From an optimization exercise on the open Yosys and OpenROAD flow, aimed at small area; shortcuts taken in it are not production practice.
Only simulation tests tie the RTL to the original design; equivalence was not proved.
Power is estimated from default activity; no workload was simulated. The flow treats the clock pin as an ideal source, which a real chip does not have.

==> flow/design.v (outline; a module is shown in full before it is edited, if it fits) <==
// module FA: 4 lines
// module FA1: 4 lines
// module HA: 4 lines
// module PPN: 3 lines
// module ALU: 1604 lines
// module AO3: 6 lines
// module AO2: 6 lines
// module RDBIT: 13 lines
// module REG_FILE: 50 lines
// module DATAPATH: 17 lines
// module CONTROL: 16 lines
// module IFU: 19 lines
// module PROCESSOR: 15 lines
module PROCESSOR(
    input clock,
    input reset,
    output [31:0] instr_addr,
    input [31:0] instr,
    output [31:0] alu_result,
    output zero
);
  // ...
==> flow/flow/run.sh <==
#!/bin/bash
# Layout: the standard flow (standard synthesis unchanged), with two changes:
# the port buffers use buf_2 instead of the flow's default pick, and a
# power-recovery pass after global routing downsizes cells off the critical paths.
set -euo pipefail
bash standard.sh finish RECOVER_POWER=100 "BUFFER_PORTS_ARGS=-buffer_cell sky130_fd_sc_hd__buf_2" > make_finish.log 2>&1
==> flow/standard.sh <==
#!/bin/bash
# synth_recipe.tcl (not shown) runs the flow's synth.tcl, then flattens the netlist and writes it again
# the make line also repeats each setting of config.mk as NAME=value (left out here)
make -C /OpenROAD-flow-scripts/flow DESIGN_CONFIG=/design/flow/config.mk WORK_HOME=/design/flow/orfs CLKGATE_MAP_FILE= SYNTH_SCRIPT=/design/flow/synth_recipe.tcl "${@:-finish}"
==> flow/config.mk <==
export PLATFORM = sky130hd
export DESIGN_NAME = PROCESSOR
export DESIGN_NICKNAME = PROCESSOR
export VERILOG_FILES = /design/flow/design.v
export SDC_FILE = /design/flow/constraint.sdc
export NUM_CORES = 4
export LEC_CHECK = 0
export CAP_MARGIN = 20
export CORE_MARGIN = 2
export CORE_UTILIZATION = 50
export PLACE_DENSITY = 0.6
export SLEW_MARGIN = 20
export SYNTH_HIERARCHICAL = 1
export SYNTH_MINIMUM_KEEP_SIZE = 0
==> flow/constraint.sdc <==
create_clock -name core_clock -period 22.0 [get_ports {clock}]
set_input_delay 4.4000 -clock core_clock [delete_from_list [all_inputs] [get_ports {clock}]]
set_output_delay 4.4000 -clock core_clock [all_outputs]
set_load 0.01 [all_outputs]
==> impl_metrics.toml, run 1 <==
[critical_path]
cp-endpoint = "alu_result[5]"
r2r-start = "datapath_module.reg_file_module.valid[3]"
slowest_stage = "o221ai_1"
worstSetupEndpointType = "output pin"

[logic_synthesis]
yosys.area.top_type = "edfxtp_1"
synth_top_family_by_area = "compound AO/OA/AOI/OAI gates"
yosys_warnings = 9
synth_compound_area_share_pct = 20.9

[cells_and_area]
layout_commonest_cell = "edfxtp_1"
buffers = 331
multi_input_area_share_pct = 36.9
seq_cell_count = 1086
seq_share_pct = 51.0
multi_input_area_um2 = 23400
drive_gt1_share_pct = 13.6

[timing]
fin_crit_ps = 21640
slew_viol_final = 1532

[global_route]
grt_overflow = 0
grt_max_degree = 48

[outcome]
failed_checks = "max-capacitance violations, max-slew violations"
outcome = "failed layout checks"

[power_and_ir_drop]
p_clk_share_pct = 42.9
p_leak_nw = 22.7
p_total_mw = 4.42

[job]
max_cap_violations = 51

[route]
wl_met1_mm = 81.6
post_drt_wl_per_cell_um = 42.1

[placement]
placed_cells = 5419

[min_path]
hp-start = "IFU_module.pc[0]"
==> run 2, diff against run 1 <==
==> flow/flow/run.sh (replaced) <==
#!/bin/bash
# Layout: the standard flow (standard synthesis unchanged), with these changes:
# the port buffers use buf_2 instead of the flow's default pick; clock-tree
# synthesis clusters more flip-flops per leaf buffer and adds no dummy loads;
# no other change.
set -euo pipefail
bash standard.sh finish \
  "BUFFER_PORTS_ARGS=-buffer_cell sky130_fd_sc_hd__buf_2" \
  "CTS_ARGS=-sink_clustering_enable -repair_clock_nets -sink_clustering_size 30 -sink_clustering_max_diameter 120 -dont_use_dummy_load" \
  > make_finish.log 2>&1
--- a/flow/config.mk
+++ b/flow/config.mk
@@ -7,7 +7,7 @@
 export LEC_CHECK = 0
-export CAP_MARGIN = 20
+export CAP_MARGIN = 10
 export CORE_MARGIN = 2
-export CORE_UTILIZATION = 50
-export PLACE_DENSITY = 0.6
-export SLEW_MARGIN = 20
+export CORE_UTILIZATION = 45
+export PLACE_DENSITY = 0.55
+export SLEW_MARGIN = 10
 export SYNTH_HIERARCHICAL = 1
==> run 2 against run 1 <==
Compared with the run above: now clean on timing, DRC and antenna; setup slack gained 120 ps; critical path depth grew 1; sequential share of layout area up 1.3 points; critical endpoint is now zero; largest power group unchanged; highest routed layer unchanged.
==> impl_metrics.toml, run 2 <==
[outcome]
outcome = "complete, no violations"

[clock_tree]
clk_latency_ps = 700
cts_buffer_depth = 3
cts_setup_buffers = 0
cts_resized = 0
htree_levels = 2
cts.sinks = 1086
cts_root_buf = "clkbuf_16"
clk_pin_slew_ps = 110
cts_tree = "done"
cts_hold_buffers = 0
cts_inserted_buffers = 43

[cells_and_area]
final_cell_mix = "1024 x edfxtp_1, 868 x a222oi_1, 240 x buf_4, 202 x fa_1, 141 x nand4_1"
area.sequential_um2 = 32300
final_util_pct = 50.0
area_growth_pct = 10.1
nets = 4345
layout_commonest_cell = "edfxtp_1"
num-fill-cells = 10671
final_area_um2 = 61800
drive_gt1_share_pct = 15.4
max_flop_register = "datapath_module.reg_file_module.mem"
largest_reg_flops = 1024
multi_input_area_um2 = 23800
reg_top3 = "datapath_module.reg_file_module.mem: 1024 flops, datapath_module.reg_file_module.valid: 32 flops, IFU_module.pc: 30 flops"

[logic_synthesis]
synth_area_per_cell_um2 = 15.1
synth_flop_cell = "edfxtp_1"
synth-xor-area-share_pct = 1.73
synth_simple_gate_area_share_pct = 7.08
yosysTopAreaCellShare_pct = 54.8
synth_compound_area_share_pct = 20.9
synthAdderAreaFrac_pct = 10.0
synth_cell_type_count = 88
synthTopCellsByCount = "1024 x edfxtp_1, 868 x a222oi_1, 202 x fa_1"
yosysMostFrequentCell = "edfxtp_1"
synth_top_family_by_area = "compound AO/OA/AOI/OAI gates"
ys_top_cells_by_area = "edfxtp_1 55%, a222oi_1 15%, fa_1 7.2%"
syn-cell-area_um2 = 56100
synth_mux_area_share_pct = 1.01
synth_cells = 3707
yosys.area.top_type = "edfxtp_1"
synth_edf_count = 1024
ys_seq_area_share_pct = 57.6
yosys_warnings = 9
synth_seq_cells = 1086
synthArstFlopShare_pct = 5.71

[critical_path]
cp_num_buf_inv = 6
worst-setup-path-type = "in -> out"
worstSetupEndpointType = "output pin"
cp-start-kind = "input pin"
worst_ep_arrival_time_ps = 17120
slowest_stage = "nor3b_1"
path_common_cell = "fa_1"
critical-path-top-delay-family = "adder cells"
worst_ep_required_time_ps = 17600
cpPeakStageDelay_ps = 1080
cp_max_fo = 17

[timing]
hold_violations = 0
skew_ps = 96.2
maxSlewHeadroom_pct = 12.6
fin_crit_ps = 21520
setup_viol = 0
period_share_pct = 97.8
fmax_mhz = 46.5
fin_setup_tns_ps = 0
rsz0062_at_grt = "false"
worst_pin_slew_ps = 1310
slew_viol_final = 0

[floorplanning]
core_area_um2 = 124000
start_util_pct = 45.4
row_count = 129
chipWidth_um = 357
die-area_um2 = 127000
die_h_um = 357
ioPinCount = 99

[route]
viasPerCell = 8.03
drtPass1Iterations = 17
finalWirelength_mm = 243
drtIter0Drc = 12011
drc = 0
post_drt_wl_per_cell_um = 43.1
ant_nets = 0
vias = 45210

[power_and_ir_drop]
p_leak_nw = 22.0
power_density_nw_per_um2 = 56.7
irDropWorstVdd_uv = 85.5
p_total_mw = 3.50

[global_route]
grt_max_degree = 48
grt_overflow = 0
grt_usage_pct = 37.2
antenna_found_initial = 23
grt_first_pass_wirelength_mm = 334
grt_pass1_vias = 42763

[placement]
dpl_cell_area_um2 = 60700
dp_hpwl_mm = 165
numPortBuffers = 96
gp_congestion = 1.01

[job]
max_cap_violations = 0

[min_path]
min_path_type = "reg -> reg"
## run 2: kinds of logic after synthesis
logic type | count (synthesis)
AO/OA/AOI/OAI | 1247
XOR/XNOR | 108
adder cells (fa/ha/maj) | 329
buffers and inverters | 179
flip-flops | 1086
multiplexers | 56
other | 2
AND/OR/NAND/NOR | 700
## run 2: power by group
part           switching [mW]  leakage, nW  internal, mW
Sequential            0.00214         12.2          2.24
Clock                   0.607        0.530         0.354
Combinational           0.213         9.32        0.0883
Total                   0.822         22.0          2.68
## run 2: per-stage QoR
stage          std cells  hold slack (ps)  worst slack (ps)
2_1_floorplan       3721              421               393
3_5_place_dp        5574              442               771
5_1_grt             5618              471              84.7
3_3_place_gp        5574              431               760
4_1_cts             5617              457               712
6_report            5627              451               479
## run 2: modules after synthesis (local to each module, per instance), a selection
module / flip-flops and latches / cell area (um2) / cells inside / copies in the design
ALU: 0 / 5090 / 729 / 1
CONTROL: 0 / 78.8 / 12 / 1
REG_FILE: 1056 / 34000 / 1455 / 1
IFU: 30 / 785 / 36 / 1
HA: 0 / 12.5 / 1 / 89
FA: 0 / 20.0 / 1 / 199
AO2: 0 / 12.5 / 1 / 64
AO3: 0 / 10.0 / 1 / 640
RDBIT: 0 / 23.8 / 4 / 64
PPN: 0 / 10.0 / 1 / 227
## run 2: routing by layer
layer | global-route usage, % | vias up | routed length, um
li1 | - | 17583 | -
met1 | 49.5 | 22777 | 86400
met2 | 55.7 | 4096 | 104000
met3 | 10.3 | 728 | 35500
met4 | 19.1 | 26 | 15800
met5 | 1.15 | - | 401
## run 2: path summary, 6_finish.rpt
| path | start | endpoint | slack, ps | cells after the start |
|---|---|---|---|---|
| min in group asynchronous | reset | IFU_module.pc[1] | 3780 | 2 |
| worst max register to register | datapath_module.reg_file_module.valid[29] | datapath_module.reg_file_module.mem[2][30] | 9430 | 38 |
| worst min register to register | IFU_module.pc[0] | IFU_module.pc[0] | 450 | 1 |
| max in group asynchronous | reset | datapath_module.reg_file_module.valid[20] | 17760 | 3 |
| worst max-delay path | instr[19] | zero | 480 | 42 |
| worst min-delay path | IFU_module.pc[0] | IFU_module.pc[0] | 450 | 1 |
## run 2: final cells by class
cell class | count | area share, %
Timing Repair Buffer | 337 | 3.73
Tap cell | 1637 | 3.32
Inverter | 58 | 0.353
Antenna cell | 10 | 0.0405
Clock buffer | 43 | 1.74
Sequential cell | 1086 | 52.3
Multi-Input combinational cell | 2456 | 38.5
==> module REG_FILE, before the edit <==
module REG_FILE(
    input [4:0] read_reg_num1,
    input [4:0] read_reg_num2,
    input [4:0] write_reg,
    input [31:0] write_data,
    output [31:0] read_data1,
    output [31:0] read_data2,
    input regwrite,
    input clock,
    input reset
);
    reg [31:0] mem [0:31];
    reg [31:0] valid;
    function [5:0] rval(input [4:0] n);
        rval = (n < 10) ? {1'b0, n} : (n < 20) ? 6'h10 + n - 10 : (n < 30) ? 6'h20 + n - 20 : 6'h30 + n - 30;
    endfunction
    wire [31:0] wsel = regwrite ? (32'd1 << write_reg) : 32'd0;
    integer i;
    always @(posedge clock)
        for (i = 0; i < 32; i = i + 1)
            if (wsel[i]) mem[i] <= write_data;
    always @(posedge clock, posedge reset)
        if (reset) valid <= 32'd0;
        else       valid <= valid | wsel;
    wire [31:0] dec1 = 32'd1 << read_reg_num1;
    wire [31:0] dec2 = 32'd1 << read_reg_num2;
    wire [31:0] s1 = dec1 & valid;
    wire [31:0] s2 = dec2 & valid;
    reg [5:0] rv1, rv2;
    integer j;
    always @(*) begin
        rv1 = 6'd0; rv2 = 6'd0;
        for (j = 0; j < 32; j = j + 1) begin
            rv1 = rv1 | ({6{dec1[j] & ~valid[j]}} & rval(j));
            rv2 = rv2 | ({6{dec2[j] & ~valid[j]}} & rval(j));
        end
    end
    wire [31:0] q1, q2;
    genvar b, r;
    generate for (b = 0; b < 32; b = b + 1) begin : g_bit
        wire [31:0] col;
        for (r = 0; r < 32; r = r + 1) begin : g_col
            assign col[r] = mem[r][b];
        end
        RDBIT p1(.sel(s1), .d(col), .q(q1[b]));
        RDBIT p2(.sel(s2), .d(col), .q(q2[b]));
    end endgenerate
    assign read_data1 = q1 | {26'd0, rv1};
    assign read_data2 = q2 | {26'd0, rv2};
endmodule
==> run 3, diff against run 2 <==
--- a/flow/design.v
+++ b/flow/design.v
@@ -1631,2 +1631,22 @@
 endmodule
+module AO2R(
+    input s0, d0, s1, d1, r,
+    output y
+);
+    assign y = ~((s0 & d0) | (s1 & d1) | r);
+endmodule
+module RDBITR(
+    input [31:0] sel,
+    input [31:0] d,
+    input r,
+    output q
+);
+    wire [10:0] y;
+    genvar k;
+    generate for (k = 0; k < 10; k = k + 1) begin : g_ao
+        AO3 u(.s0(sel[3*k]), .d0(d[3*k]), .s1(sel[3*k+1]), .d1(d[3*k+1]), .s2(sel[3*k+2]), .d2(d[3*k+2]), .y(y[k]));
+    end endgenerate
+    AO2R u10(.s0(sel[30]), .d0(d[30]), .s1(sel[31]), .d1(d[31]), .r(r), .y(y[10]));
+    assign q = ~&y;
+endmodule
 module RDBIT(
@@ -1688,7 +1708,12 @@
         end
-        RDBIT p1(.sel(s1), .d(col), .q(q1[b]));
-        RDBIT p2(.sel(s2), .d(col), .q(q2[b]));
+        if (b < 6) begin : g_r
+            RDBITR p1(.sel(s1), .d(col), .r(rv1[b]), .q(q1[b]));
+            RDBITR p2(.sel(s2), .d(col), .r(rv2[b]), .q(q2[b]));
+        end else begin : g_n
+            RDBIT p1(.sel(s1), .d(col), .q(q1[b]));
+            RDBIT p2(.sel(s2), .d(col), .q(q2[b]));
+        end
     end endgenerate
-    assign read_data1 = q1 | {26'd0, rv1};
-    assign read_data2 = q2 | {26'd0, rv2};
+    assign read_data1 = q1;
+    assign read_data2 = q2;
 endmodule
==> flow/flow/run.sh (replaced) <==
#!/bin/bash
# Layout: the standard flow (standard synthesis unchanged), with these changes:
# the port buffers use buf_2 instead of the flow's default pick; clock-tree
# synthesis clusters more flip-flops per leaf buffer and adds no dummy loads.
set -euo pipefail
bash standard.sh finish \
  "BUFFER_PORTS_ARGS=-buffer_cell sky130_fd_sc_hd__buf_2" \
  "CTS_ARGS=-sink_clustering_enable -repair_clock_nets -sink_clustering_size 25 -sink_clustering_max_diameter 110 -dont_use_dummy_load" \
  > make_finish.log 2>&1
--- a/flow/config.mk
+++ b/flow/config.mk
@@ -11,2 +11,3 @@
 export PLACE_DENSITY = 0.55
+export SETUP_SLACK_MARGIN = 0.1
 export SLEW_MARGIN = 10
==> run 3 against run 2 <==
Compared with the run above: still clean; non-clock buffer count down 47; maximum frequency up 0.88%; combinational power up 19%; synthesized area down 0.64%; via count down 0.69%; clock skew up 31 ps; first-iteration DRC count down 2.4%; core utilization about the same; critical endpoint unchanged.
==> impl_metrics.toml, run 3 <==
[outcome]
outcome = "complete, no violations"

[clock_tree]
clk_latency_ps = 710
cts_resized = 0
cts_buffer_depth = 3
htree_levels = 2
clk_pin_slew_ps = 100
cts_root_buf = "clkbuf_16"
cts.sinks = 1086
cts_tree = "done"
cts_setup_buffers = 0
cts_inserted_buffers = 51
cts_hold_buffers = 0

[logic_synthesis]
synth_flop_cell = "edfxtp_1"
yosysMostFrequentCell = "edfxtp_1"
synth_mux_area_share_pct = 0.835
synth_simple_gate_area_share_pct = 7.28
synth_area_per_cell_um2 = 15.2
synth_top_family_by_area = "compound AO/OA/AOI/OAI gates"
yosysTopAreaCellShare_pct = 55.2
synthTopCellsByCount = "1024 x edfxtp_1, 869 x a222oi_1, 202 x fa_1"
synth_cells = 3657
ys_top_cells_by_area = "edfxtp_1 55%, a222oi_1 16%, fa_1 7.3%"
synth_seq_cells = 1086
synthAdderAreaFrac_pct = 10.1
synth_cell_type_count = 82
syn-cell-area_um2 = 55700
yosys_warnings = 9
synth_edf_count = 1024
synth_compound_area_share_pct = 21.1
synth-xor-area-share_pct = 1.74
yosys.area.top_type = "edfxtp_1"
ys_seq_area_share_pct = 58.0
synthArstFlopShare_pct = 5.71

[power_and_ir_drop]
p_leak_nw = 21.8
power_density_nw_per_um2 = 59.1
p_total_mw = 3.64
irDropWorstVdd_uv = 67.0

[cells_and_area]
largest_reg_flops = 1024
layout_commonest_cell = "edfxtp_1"
max_flop_register = "datapath_module.reg_file_module.mem"
area_growth_pct = 10.6
reg_top3 = "datapath_module.reg_file_module.mem: 1024 flops, datapath_module.reg_file_module.valid: 32 flops, IFU_module.pc: 30 flops"
nets = 4309
drive_gt1_share_pct = 14.9
num-fill-cells = 10619
final_cell_mix = "1024 x edfxtp_1, 869 x a222oi_1, 202 x fa_1, 194 x buf_4, 144 x nand4_1"

[placement]
gp_congestion = 1.03
numPortBuffers = 96
dp_hpwl_mm = 158

[route]
vias = 44898
post_drt_wl_per_cell_um = 42.8
viasPerCell = 8.04
drtPass1Iterations = 23
ant_nets = 0
drtIter0Drc = 11725
drc = 0
finalWirelength_mm = 239

[timing]
rsz0062_at_grt = "false"
fmax_mhz = 46.9
fin_setup_tns_ps = 0
worst_pin_slew_ps = 1170
skew_ps = 127
fin_crit_ps = 21330
period_share_pct = 97.0
maxSlewHeadroom_pct = 19.9
slew_viol_final = 0
setup_viol = 0
hold_violations = 0

[critical_path]
worstSetupEndpointType = "output pin"
cp-startpoint = "instr[6]"
worst_ep_arrival_time_ps = 16930
worst_ep_required_time_ps = 17600
cp_max_fo = 35
slowest_stage = "mux2i_1"
worst-setup-path-type = "in -> out"
r2r-start = "datapath_module.reg_file_module.valid[15]"
cpPeakStageDelay_ps = 920
cp-start-kind = "input pin"

[floorplanning]
core_area_um2 = 123000
ioPinCount = 99
row_count = 129
start_util_pct = 45.2
chipWidth_um = 356
die-area_um2 = 127000
die_h_um = 356

[global_route]
antenna_found_initial = 34
grt_overflow = 0
grt_usage_pct = 36.8
grt_max_degree = 48
grt_first_pass_wirelength_mm = 329
grt_pass1_vias = 42799

[job]
max_cap_violations = 0

[min_path]
min_path_type = "reg -> reg"
hp-start = "IFU_module.pc[0]"
## run 3: Yosys stat by module (local to each module, per instance), excerpt
module / flip-flops and latches / cells inside / cell area [um2]
RDBIT: 0 / 4 / 23.8
AO2R: 0 / 1 / 15.0
REG_FILE: 1056 / 1405 / 33600
AO3: 0 / 1 / 10.0
PPN: 0 / 1 / 10.0
FA: 0 / 1 / 20.0
IFU: 30 / 36 / 785
HA: 0 / 1 / 12.5
RDBITR: 0 / 4 / 23.8
AO2: 0 / 1 / 12.5
CONTROL: 0 / 12 / 78.8
## run 3: cell type report
| type | count | area, um2 | area share (%) |
|---|---|---|---|
| Antenna cell | 6 | 15.0 | 0.0244 |
| Tap cell | 1637 | 2050 | 3.32 |
| Sequential cell | 1086 | 32300 | 52.4 |
| Multi-Input combinational cell | 2458 | 23800 | 38.7 |
| Inverter | 59 | 221 | 0.359 |
| Clock buffer | 51 | 1280 | 2.07 |
| Timing Repair Buffer | 290 | 1940 | 3.14 |
## run 3: worst max-delay path, delay by kind of cell
kind | cells | cell delay (ps)
AND/OR/NAND/NOR | 10 | 3540
AO/OA/AOI/OAI | 12 | 3250
adder cells (fa/ha/maj) | 7 | 2990
buffers and inverters | 5 | 1110
multiplexers | 1 | 920
XOR/XNOR | 2 | 640
## run 3: cells by family (layout without fill, tap and decap cells)
kind of cell / Yosys count / in the layout
simple gates: 710 / 710
buf+inv: 127 / 400
compound gates: 1249 / 1249
other cells: 2 / 22
flops: 1086 / 1086
fa+ha+maj: 329 / 329
xor+xnor: 108 / 108
mux: 46 / 46
## run 3: per-layer routing
layer	up-vias	GRT usage (%)	wire, um
li1	17554	-	-
met1	22625	47.9	85100
met2	3967	55.5	104000
met3	720	11.9	35800
met4	32	18.2	14200
met5	-	0	207
## run 3: worst paths after layout
path,endpoint,slack [ps],cells after the start
worst max register to register,datapath_module.reg_file_module.mem[28][26],9890,34
worst min register to register,IFU_module.pc[0],450,1
min in group asynchronous,IFU_module.pc[0],3830,2
worst min-delay path,IFU_module.pc[0],450,1
worst max-delay path,zero,670,37
max in group asynchronous,IFU_module.pc[22],17760,2
## run 3: stage by stage
| step | setup slack (ps) | hold WS (ps) | instance area, um2 | instances | util [%] |
|---|---|---|---|---|---|
| 2_1_floorplan | 2390 | 421 | 55800 | 3671 | - |
| 3_3_place_gp | 994 | 430 | 60300 | 5530 | 48.9 |
| 3_5_place_dp | 1000 | 437 | 60300 | 5530 | 48.9 |
| 4_1_cts | 950 | 452 | 61600 | 5581 | 50.0 |
| 5_1_grt | 167 | 471 | 61600 | 5581 | 50.0 |
| 6_report | 667 | 449 | 61600 | 5587 | 50.0 |
## run 3: power breakdown
group          internal [mW]  switching [mW]
Clock                  0.414           0.632
Combinational          0.101           0.257
Sequential              2.24         0.00188
==> run 4, diff against run 3 <==
--- a/flow/flow/run.sh
+++ b/flow/flow/run.sh
@@ -7,3 +7,3 @@
   "BUFFER_PORTS_ARGS=-buffer_cell sky130_fd_sc_hd__buf_2" \
-  "CTS_ARGS=-sink_clustering_enable -repair_clock_nets -sink_clustering_size 25 -sink_clustering_max_diameter 110 -dont_use_dummy_load" \
+  "CTS_ARGS=-sink_clustering_enable -repair_clock_nets -sink_clustering_size 30 -sink_clustering_max_diameter 100 -dont_use_dummy_load" \
   > make_finish.log 2>&1
==> run 4 against run 3 <==
Compared with the run above: critical path type unchanged; die area did not move; highest routed layer unchanged; cell count hardly changed; synthesized cell count stayed put; still clean on timing, DRC and antenna; count of clock-buffer cells in the layout is 7 lower; global-route usage shrank 0.065 points.
==> impl_metrics.toml, run 4 <==
[outcome]
outcome = "complete, no violations"

[floorplanning]
start_util_pct = 45.2
row_count = 129
core_area_um2 = 123000
die_h_um = 356
chipWidth_um = 356
die-area_um2 = 127000
ioPinCount = 99

[logic_synthesis]
synth_cell_type_count = 82
syn-cell-area_um2 = 55700
synth_simple_gate_area_share_pct = 7.28
yosysTopAreaCellShare_pct = 55.2
synth_mux_area_share_pct = 0.835
ys_top_cells_by_area = "edfxtp_1 55%, a222oi_1 16%, fa_1 7.3%"
synth_top_family_by_area = "compound AO/OA/AOI/OAI gates"
yosys_warnings = 9
synthAdderAreaFrac_pct = 10.1
synth-xor-area-share_pct = 1.74
synth_cells = 3657
synth_compound_area_share_pct = 21.1
yosys.area.top_type = "edfxtp_1"
synth_flop_cell = "edfxtp_1"
synthArstFlopShare_pct = 5.71
ys_seq_area_share_pct = 58.0
synthTopCellsByCount = "1024 x edfxtp_1, 869 x a222oi_1, 202 x fa_1"
synth_area_per_cell_um2 = 15.2
synth_seq_cells = 1086
synth_edf_count = 1024
yosysMostFrequentCell = "edfxtp_1"

[power_and_ir_drop]
p_comb_share_pct = 10.0
intPower_mw = 2.70
p_clk_share_pct = 27.4
power_density_nw_per_um2 = 58.2
seq_power_share_pct = 62.6
switching_power_mw = 0.875
irDropWorstVdd_uv = 77.0
swShare_pct = 24.5
p_leak_nw = 21.7

[route]
viasPerCell = 8.05
post_drt_wl_per_cell_um = 42.8
drtIter0Drc = 12160
vias = 44934
drtPass1Iterations = 22
finalWirelength_mm = 239
ant_nets = 0
drc = 0

[global_route]
grt_max_degree = 48
antenna_found_initial = 31
grt_first_pass_wirelength_mm = 329
grt_pass1_vias = 42592
grt_overflow = 0
grt_usage_pct = 36.7

[critical_path]
cp-start-kind = "input pin"
worst-setup-path-type = "in -> out"
worst_ep_required_time_ps = 17600
cpPeakStageDelay_ps = 880
cp_max_fo = 35
critical-path-top-delay-family = "simple AND/OR/NAND/NOR gates"
worstSetupEndpointType = "output pin"
slowest_stage = "mux2i_1"
cp_num_buf_inv = 5
regToRegSetupSlack_ps = 9990
worst_ep_arrival_time_ps = 16980

[job]
max_cap_violations = 0

[clock_tree]
cts_hold_buffers = 0
cts_resized = 0
clk_pin_slew_ps = 110
cts_setup_buffers = 0
cts_buffer_depth = 3
cts.sinks = 1086
clk_latency_ps = 690
htree_levels = 2
cts_root_buf = "clkbuf_16"
cts_inserted_buffers = 44
cts_tree = "done"

[timing]
rsz0062_at_grt = "false"
maxSlewHeadroom_pct = 19.1
setup_viol = 0
period_share_pct = 97.2
hold_violations = 0
fin_crit_ps = 21380
slew_viol_final = 0
fin_setup_tns_ps = 0
fmax_mhz = 46.8
skew_ps = 76.8
worst_pin_slew_ps = 1210

[cells_and_area]
reg_top3 = "datapath_module.reg_file_module.mem: 1024 flops, datapath_module.reg_file_module.valid: 32 flops, IFU_module.pc: 30 flops"
multi_input_area_um2 = 23800
drive_gt1_share_pct = 14.8
final_cell_mix = "1024 x edfxtp_1, 869 x a222oi_1, 202 x fa_1, 194 x buf_4, 144 x nand4_1"
max_flop_register = "datapath_module.reg_file_module.mem"
num-fill-cells = 10641
largest_reg_flops = 1024
final_util_pct = 49.8
layout_commonest_cell = "edfxtp_1"
area.sequential_um2 = 32300
area_growth_pct = 10.3
nets = 4302

[placement]
dp_hpwl_mm = 158
numPortBuffers = 96
gp_congestion = 1.03

[min_path]
min_path_type = "reg -> reg"
run 4: area by class of cell:
class                      instances  area share [%]
multi-input combinational       2458            38.8
clock buffer                      44            1.79
tap                             1637            3.33
sequential                      1086            52.6
antenna                            9          0.0366
inverter                          59           0.360
timing repair buffer             290            3.15
run 4: final timing paths:
| path | from | end | cells past startpoint |
|---|---|---|---|
| max | instr[6] | zero | 37 |
| min | IFU_module.pc[0] | IFU_module.pc[0] | 1 |
| max reg2reg | datapath_module.reg_file_module.valid[15] | datapath_module.reg_file_module.mem[1][26] | 34 |
| min reg2reg | IFU_module.pc[0] | IFU_module.pc[0] | 1 |
| max in group asynchronous | reset | datapath_module.reg_file_module.valid[4] | 3 |
| min in group asynchronous | reset | IFU_module.pc[0] | 2 |
run 4: stage by stage:
stage          area [um2]  total power [mW]  hold slack [ps]  setup WS, ps  std cells
2_1_floorplan       55800              2.48              421          2390       3671
3_3_place_gp        60300              2.63              430           994       5530
3_5_place_dp        60300              2.63              437          1000       5530
4_1_cts             61400              3.57              454           950       5574
5_1_grt             61400              3.66              473           186       5574
6_report            61500              3.58              451           617       5583
run 4: power by group through the flow:
stage | Clock (mW) | Combinational [mW] | Sequential [mW]
finish | 0.979 | 0.357 | 2.24
CTS | 0.987 | 0.346 | 2.24
detailed placement | 0 | 0.344 | 2.29
floorplan | 0 | 0.192 | 2.29
global route | 1.05 | 0.373 | 2.24
global placement | 0 | 0.343 | 2.29
run 4: routing by layer:
layer / global-route usage, % / up-vias / wire length (um)
li1: - / 17524 / -
met4: 17.7 / 28 / 14100
met1: 47.9 / 22695 / 85500
met2: 55.4 / 3949 / 103000
met3: 12.0 / 738 / 35600
met5: 0 / - / 170
run 4: cell families after synthesis:
family          count (synthesis)
simple gates                  710
mux                            46
other cells                     2
flops                        1086
xor+xnor                      108
compound gates               1249
buf+inv                       127
fa+ha+maj                     329
run 4: modules after synthesis (local to each module, per instance), excerpt:
| module | flops+latches | cells | copies in the design |
|---|---|---|---|
| FA | 0 | 1 | 199 |
| AO3 | 0 | 1 | 640 |
| IFU | 30 | 36 | 1 |
| PPN | 0 | 1 | 227 |
| CONTROL | 0 | 12 | 1 |
| AO2 | 0 | 1 | 52 |
==> run 5, diff against run 4 <==
--- a/flow/config.mk
+++ b/flow/config.mk
@@ -7,3 +7,3 @@
 export LEC_CHECK = 0
-export CAP_MARGIN = 10
+export CAP_MARGIN = 5
 export CORE_MARGIN = 2
@@ -12,3 +12,3 @@
 export SETUP_SLACK_MARGIN = 0.1
-export SLEW_MARGIN = 10
+export SLEW_MARGIN = 5
 export SYNTH_HIERARCHICAL = 1
==> run 5 against run 4 <==
Compared with the run above: critical endpoint unchanged; still clean; critical path depth unchanged; worst hold slack about the same; wire length about the same.
==> impl_metrics.toml, run 5 <==
[logic_synthesis]
yosysTopAreaCellShare_pct = 55.2
synthArstFlopShare_pct = 5.71
synth_cell_type_count = 82
synth_edf_count = 1024
synth_flop_cell = "edfxtp_1"
ys_seq_area_share_pct = 58.0
yosys.area.top_type = "edfxtp_1"
synth_seq_cells = 1086
synth_area_per_cell_um2 = 15.2
yosysMostFrequentCell = "edfxtp_1"
synthTopCellsByCount = "1024 x edfxtp_1, 869 x a222oi_1, 202 x fa_1"
synth_cells = 3657
yosys_warnings = 9
syn-cell-area_um2 = 55700
ys_top_cells_by_area = "edfxtp_1 55%, a222oi_1 16%, fa_1 7.3%"

[critical_path]
worst_ep_required_time_ps = 17600
worst-setup-path-type = "in -> out"
slowest_stage = "nand2_2"
regToRegSetupSlack_ps = 9990
worstSetupEndpointType = "output pin"
worst_ep_arrival_time_ps = 16970
cp_max_fo = 35
cpPeakStageDelay_ps = 870
cp-start-kind = "input pin"

[placement]
gp_congestion = 1.03
dp_hpwl_mm = 158
pre_cts_ws_ps = 1000
numPortBuffers = 96
placed_cells = 5530
dpl_cell_area_um2 = 60300

[power_and_ir_drop]
p_comb_share_pct = 10.0
p_total_mw = 3.58
irDropWorstVdd_uv = 77.1
intPower_mw = 2.70
seq_power_share_pct = 62.7
switching_power_mw = 0.875
p_clk_share_pct = 27.4
p_leak_nw = 21.7
power_density_nw_per_um2 = 58.2
swShare_pct = 24.5

[cells_and_area]
finalNonFillerCells = 5582
layout_commonest_cell = "edfxtp_1"
area.sequential_um2 = 32300
reg_top3 = "datapath_module.reg_file_module.mem: 1024 flops, datapath_module.reg_file_module.valid: 32 flops, IFU_module.pc: 30 flops"
final_cell_mix = "1024 x edfxtp_1, 869 x a222oi_1, 202 x fa_1, 194 x buf_4, 144 x nand4_1"
final_util_pct = 49.8
largest_reg_flops = 1024
final_area_um2 = 61500
max_flop_register = "datapath_module.reg_file_module.mem"
multi_input_area_um2 = 23800
num-fill-cells = 10642
area_growth_pct = 10.3
nets = 4302
drive_gt1_share_pct = 14.7

[timing]
setup_viol = 0
maxSlewHeadroom_pct = 16.6
fin_crit_ps = 21370
worst_pin_slew_ps = 1250
hold_violations = 0
rsz0062_at_grt = "false"
skew_ps = 78.2
fin_setup_tns_ps = 0
slew_viol_final = 0
fmax_mhz = 46.8
timing.final.ws_setup_ps = 630
period_share_pct = 97.1
timing.hold.ws_ps = 451

[route]
finalWirelength_mm = 239
ant_nets = 0
drc = 0
post_drt_wl_per_cell_um = 42.8
viasPerCell = 8.06
drtIter0Drc = 12160
vias = 44974
drtPass1Iterations = 21

[clock_tree]
cts_buffer_depth = 3
cts.sinks = 1086
cts_setup_buffers = 0
htree_levels = 2
cts_hold_buffers = 0
clk_pin_slew_ps = 110
cts_inserted_buffers = 44
cts_resized = 0
clk_latency_ps = 690
cts_tree = "done"
cts_root_buf = "clkbuf_16"

[global_route]
grt_usage_pct = 36.7
grt_first_pass_wirelength_mm = 329
grt_overflow = 0
grt_max_degree = 48
antenna_found_initial = 31
grt_pass1_vias = 42592

[min_path]
min_path_type = "reg -> reg"

[floorplanning]
die_h_um = 356
core_area_um2 = 123000
die-area_um2 = 127000
chipWidth_um = 356
row_count = 129
ioPinCount = 99
start_util_pct = 45.2

[outcome]
outcome = "complete, no violations"

[job]
max_cap_violations = 0
[run 5: changes by cell type in the layout (fill, tap and decap cells not counted), sizes merged]
cell	before	now
clkinv	0	1
diode	9	8
inv	59	58
[run 5: Yosys stat by module, one instance, submodules excluded, a selection]
module,flops+latches,copies in the design,cell area [um2],cells inside
ALU,0,1,5090,729
FA,0,199,20.0,1
IFU,30,1,785,36
PPN,0,227,10.0,1
AO2,0,52,12.5,1
AO3,0,640,10.0,1
RDBIT,0,52,23.8,4
REG_FILE,1056,1,33600,1405
RDBITR,0,12,23.8,4
HA,0,89,12.5,1
CONTROL,0,1,78.8,12
AO2R,0,12,15.0,1
[run 5: worst paths after layout]
path,from,end,depth (start not counted)
min in group asynchronous,reset,datapath_module.reg_file_module.valid[29],3
worst max-delay path,instr[6],zero,37
worst min-delay path,IFU_module.pc[0],IFU_module.pc[0],1
worst max register to register,datapath_module.reg_file_module.valid[25],datapath_module.reg_file_module.mem[0][26],34
worst min register to register,IFU_module.pc[0],IFU_module.pc[0],1
max in group asynchronous,reset,IFU_module.pc[21],2
[run 5: logic make-up after synthesis]
logic type / share of synthesized area (%)
other cells: 0.0135
compound gates: 21.1
simple gates: 7.28
xor+xnor: 1.74
fa+ha+maj: 10.1
mux: 0.835
flops: 58.0
buf+inv: 0.930
[run 5: worst max-delay path: cells and delay by family]
kind | cells | cell delay (ps)
XOR/XNOR | 2 | 640
buffers and inverters | 5 | 1130
multiplexers | 1 | 870
adder cells (fa/ha/maj) | 7 | 2970
AO/OA/AOI/OAI | 12 | 3230
AND/OR/NAND/NOR | 10 | 3620
[run 5: metal layers]
layer | global-route usage (%) | wire length, um | vias up | part of all wire, %
li1 | - | - | 17516 | -
met1 | 47.9 | 85200 | 22708 | 36
met2 | 55.4 | 103000 | 3936 | 43
met3 | 12.0 | 35800 | 786 | 15
met4 | 17.7 | 14600 | 28 | 6.1
met5 | 0 | 170 | - | 0.071
[run 5: cell type report]
class                           count  area share [%]
Sequential cell                  1086            52.6
Multi-Input combinational cell   2458            38.8
Tap cell                         1637            3.33
Timing Repair Buffer              290            3.15
Clock buffer                       44            1.79
Inverter                           59           0.360
Antenna cell                        8          0.0326
[run 5: power by group through the flow]
| stage | Combinational, mW | Clock (mW) | Sequential [mW] |
|---|---|---|---|
| after floorplan | 0.192 | 0 | 2.29 |
| after detailed placement | 0.344 | 0 | 2.29 |
| after global routing | 0.373 | 1.05 | 2.24 |
| after CTS | 0.346 | 0.987 | 2.24 |
| after global placement | 0.343 | 0 | 2.29 |
| final | 0.357 | 0.978 | 2.24 |

-- what the ideal ports hide --
The flow's constraints put no driver on any port. The routed layouts listed below were extracted and timed again, unchanged, in two steps.
Step 1 assumes that a clkbuf_16 drives the clock port and a buf_2 every other input.
Step 2 moves the port delays by t, midway between the first and last clock arrival at a register: inputs arrive t later, outputs are due t later. That takes back most of the time a late clock gives input paths.
a / b / c = no drivers / after step 1 / after step 2; a / b = the first two.
run | t, ns | slack for setup (ns) | clock arrival spread, ns | worst slew at a driven data input, ns | cell pins on the clock port's net
run 1 | 0.776 | 0.361 / 0.230 / 0.230 | 0.043 / 0.043 | 0.16 | 1
run 2 | 0.722 | 0.479 / 0.343 / 0.343 | 0.097 / 0.096 | 0.18 | 1
run 3 | 0.712 | 0.667 / 0.646 / 0.646 | 0.127 / 0.127 | 0.04 | 1
run 4 | 0.734 | 0.617 / 0.596 / 0.596 | 0.077 / 0.077 | 0.04 | 1
run 5 | 0.734 | 0.630 / 0.608 / 0.608 | 0.079 / 0.078 | 0.04 | 1
For run 2, which loses most, drivers alone change the setup slack by -0.136 ns; drivers and shift together by -0.136 ns.
